Context: an optimization exercise on an open-source flow, tuned for small area and a short achievable clock period. The choices shown serve that exercise and are no tape-out recipe.
The RTL was checked by simulation tests, not by an equivalence proof against the original design.
No activity file was given, so power comes from the tool's default toggle rates.

Setup of lane 1:
==> flow/design.v (excerpt) <==
module fpu #(
    parameter WIDTH = 24
)(
    input   logic clk,
    input   wire logic [WIDTH - 1:0] a,
    input   wire logic [WIDTH - 1:0] b,
    input   wire logic [3:0]         opcode,
    output  logic [WIDTH - 1:0] result
);
    wire       abig  = a[22:0] > b[22:0];
    wire       egt   = a[22:15] > b[22:15];
    wire [3:0] dab   = a[18:15] - b[18:15];
    logic [23:0] a1, b1;
    logic [3:0]  op1;
    logic        abig1, abig1m;    
    logic        eff1;              
    logic [3:0]  sh1;      
    logic        ha1, hb1;  
    always_ff @(posedge clk) begin
        a1    <= a;
        b1    <= b;
        op1   <= opcode;
        abig1 <= abig;
        abig1m <= abig;
        eff1  <= a[23] ^ b[23] ^ opcode[2];
        sh1   <= egt ? dab : 4'd0 - dab;    
        ha1   <= a[22:15] != 8'd0;
        hb1   <= b[22:15] != 8'd0;
    end
    wire is_as   = (op1 == 4'b0000) || (op1 == 4'b0100);
    wire is_max  = (op1 == 4'b0001);
    wire is_min  = (op1 == 4'b0010);
    wire is_fl   = (op1 == 4'b1000);
    wire is_ce   = (op1 == 4'b1001);
    wire is_mul  = (op1 == 4'b0011);
    wire is_abs  = (op1 == 4'b0101);
    wire is_neg  = (op1 == 4'b0110);
    wire        sa = a1[23];
    wire [7:0]  ea = a1[22:15];
    wire [14:0] fa = a1[14:0];
  ...
Settings: LEC_CHECK=0, CAP_MARGIN=20, CORE_MARGIN=2, CORE_UTILIZATION=40, CTS_BUF_LIST=sky130_fd_sc_hd__clkbuf_4 sky130_fd_sc_hd__clkbuf_8, SETUP_SLACK_MARGIN=5, SLEW_MARGIN=20, SYNTH_HIERARCHICAL=1, SYNTH_MINIMUM_KEEP_SIZE=0; clock period 8.5 ns.
standard.sh (not shown) runs the stock make flow with config.mk's settings and CLKGATE_MAP_FILE= SYNTH_SCRIPT=/design/flow/synth_recipe.tcl, a recipe that flattens the netlist after the stock synthesis.
==> flow/flow/run.sh <==
#!/bin/bash
# The standard layout, except that:
# - the input and output ports are buffered with sky130_fd_sc_hd__buf_2 cells
#   (buffer_ports -buffer_cell) instead of the default delay-cell buffers;
# - the buffers that synthesis (ABC) inserted are removed at floorplan
#   (REMOVE_ABC_BUFFERS), leaving buffering to the placement-aware repair.
# ORFS's own logs are kept under orfs/logs; make's output goes to standard.log.
set -euo pipefail
export BUFFER_PORTS_ARGS="-buffer_cell sky130_fd_sc_hd__buf_2"
export REMOVE_ABC_BUFFERS=1
bash standard.sh > standard.log 2>&1
Lane 1 went all the way through the flow, and no timing, DRC or antenna check failed.
What lane 2 does differently from lane 1 at the input level:
# lane 1
export LEC_CHECK = 0
export CAP_MARGIN = 20
export CORE_MARGIN = 2
export CORE_UTILIZATION = 40
export CTS_BUF_LIST = sky130_fd_sc_hd__clkbuf_4 sky130_fd_sc_hd__clkbuf_8
export SETUP_SLACK_MARGIN = 5
export SLEW_MARGIN = 20
export SYNTH_HIERARCHICAL = 1
export SYNTH_MINIMUM_KEEP_SIZE = 0
create_clock -name core_clock -period 8.5 [get_ports {clk}]
# lane 2
export LEC_CHECK = 0
export CAP_MARGIN = 20
export CORE_MARGIN = 2
export CORE_UTILIZATION = 40
export CTS_BUF_LIST = sky130_fd_sc_hd__clkbuf_4 sky130_fd_sc_hd__clkbuf_8
export GPL_ROUTABILITY_DRIVEN = 0
export SETUP_SLACK_MARGIN = 5
export SLEW_MARGIN = 20
export SYNTH_HIERARCHICAL = 1
export SYNTH_MINIMUM_KEEP_SIZE = 0
create_clock -name core_clock -period 8.5 [get_ports {clk}]
==> flow/flow/run.sh <==
#!/bin/bash
# The standard layout, except that the input and output ports are
# buffered with sky130_fd_sc_hd__buf_2 cells (buffer_ports -buffer_cell)
# instead of the default delay-cell buffers. ORFS's own logs are kept
# under orfs/logs; make's output goes to standard.log.
set -euo pipefail
export BUFFER_PORTS_ARGS="-buffer_cell sky130_fd_sc_hd__buf_2"
bash standard.sh > standard.log 2>&1
[summary]
Comparing lane 1 and lane 2, the lower number of non-filler instances in the completed layout was measured on lane 2.
Area: lane 2 vs lane 1 -> lane 2 smaller
Lane 2: maximum clock rate is 0.93% higher than what lane 1 reported.
The met1 usage was comparable across lane 1 and lane 2.
[compare] base=lane 1 new=lane 2: post-cts repair resize count has decreased; sequential share of layout area has increased; clock period minus worst slack has decreased.
What lane 3 does differently from lane 2 at the input level:
# lane 2
export LEC_CHECK = 0
export CAP_MARGIN = 20
export CORE_MARGIN = 2
export CORE_UTILIZATION = 40
export CTS_BUF_LIST = sky130_fd_sc_hd__clkbuf_4 sky130_fd_sc_hd__clkbuf_8
export GPL_ROUTABILITY_DRIVEN = 0
export SETUP_SLACK_MARGIN = 5
export SLEW_MARGIN = 20
export SYNTH_HIERARCHICAL = 1
export SYNTH_MINIMUM_KEEP_SIZE = 0
create_clock -name core_clock -period 8.5 [get_ports {clk}]
# lane 3
export LEC_CHECK = 0
export CAP_MARGIN = 20
export CORE_MARGIN = 2
export CORE_UTILIZATION = 40
export CTS_BUF_LIST = sky130_fd_sc_hd__clkbuf_4 sky130_fd_sc_hd__clkbuf_8
export SETUP_SLACK_MARGIN = 5
export SLEW_MARGIN = 20
export SYNTH_HIERARCHICAL = 1
export SYNTH_MINIMUM_KEEP_SIZE = 0
create_clock -name core_clock -period 8.5 [get_ports {clk}]
==> comparison <==
- Every stage of the flow completed for lane 3, and the final layout passed the timing, design-rule and antenna checks.
- Lane 2: done, clean on timing, DRC and antenna
- For lane 2, the highest layer used for signal routing was met4, unlike lane 3, where it was met5.
- Changes observed in lane 3 relative to lane 2: routed length per instance saw an increase; first-pass GRT wire length now sits higher; design area has increased.
- Changes observed in lane 3 relative to lane 2: global-route usage rose 1.2 points; number of signal-net buffers in the layout climbed about 5%; placeable core area closely matched the old numbers; final-stage net count rose about 0.47%.
- Summary of lane 3 over lane 2: total met2 wirelength after detailed routing now larger; combinational power saw little to no change.
## Diff of input files: lane 4 against lane 3
# lane 3
export LEC_CHECK = 0
export CAP_MARGIN = 20
export CORE_MARGIN = 2
export CORE_UTILIZATION = 40
export CTS_BUF_LIST = sky130_fd_sc_hd__clkbuf_4 sky130_fd_sc_hd__clkbuf_8
export SETUP_SLACK_MARGIN = 5
export SLEW_MARGIN = 20
export SYNTH_HIERARCHICAL = 1
export SYNTH_MINIMUM_KEEP_SIZE = 0
create_clock -name core_clock -period 8.5 [get_ports {clk}]
# lane 4
export LEC_CHECK = 0
export CAP_MARGIN = 20
export CORE_MARGIN = 2
export CORE_UTILIZATION = 40
export SETUP_SLACK_MARGIN = 5
export SLEW_MARGIN = 20
export SYNTH_HIERARCHICAL = 1
export SYNTH_MINIMUM_KEEP_SIZE = 0
create_clock -name core_clock -period 8.5 [get_ports {clk}]
==> flow/run.sh (new file) <==
#!/bin/bash
# synth_recipe.tcl (not shown) runs the flow's synth.tcl, then flattens the netlist and writes it again
# the make line also repeats each setting of config.mk as NAME=value (left out here)
make -C /OpenROAD-flow-scripts/flow DESIGN_CONFIG=/design/flow/config.mk WORK_HOME=/design/flow/orfs CLKGATE_MAP_FILE= SYNTH_SCRIPT=/design/flow/synth_recipe.tcl finish
removed: flow/flow/run.sh
removed: flow/standard.sh
### Flow results
Taking lane 3 as the reference point, the proportion of total power due to net switching of lane 4 falls by 1.5 points. Compared with lane 3, in lane 4 area of all placed cells without fillers increased by 430 um^2 relative to the old numbers, wire length of the first global-routing pass increased by about 1% relative to the old numbers, mean routed wirelength per cell closely matched the old numbers, worst stage delay on the critical path decreased by 0.03 ns relative to the old numbers, critical path arrival decreased by 0.04 ns relative to the old numbers. Total power (lower): lane 3.

## what the ideal ports hide
Ports are ideal in the flow. The routed layouts listed here were re-timed in OpenROAD.
Step 1 sets driving cells, clkbuf_16 on the clock port and buf_2 on the other inputs (assumed; they add their load-dependent delay and slew).
Step 2 also shifts input and output timing later by t, the mid clock arrival at the registers, as if the neighbouring blocks saw the same clock.
a / b / c = ideal ports / drivers / drivers and shift; a / b = the first two.
run | t, ns | slack for setup (ns) | pins driven straight from the clock port
lane 1 | 0.575 | 4.939 / 4.939 / 4.939 | 1
lane 2 | 0.556 | 4.972 / 4.972 / 4.695 | 1
lane 3 | 0.560 | 4.982 / 4.982 / 4.845 | 1
lane 4 | 0.514 | 4.971 / 4.971 / 4.554 | 1
After both steps every run listed still meets setup and hold. For lane 4, which loses most, drivers alone change the setup slack by 0.000 ns; drivers and shift together by -0.417 ns.
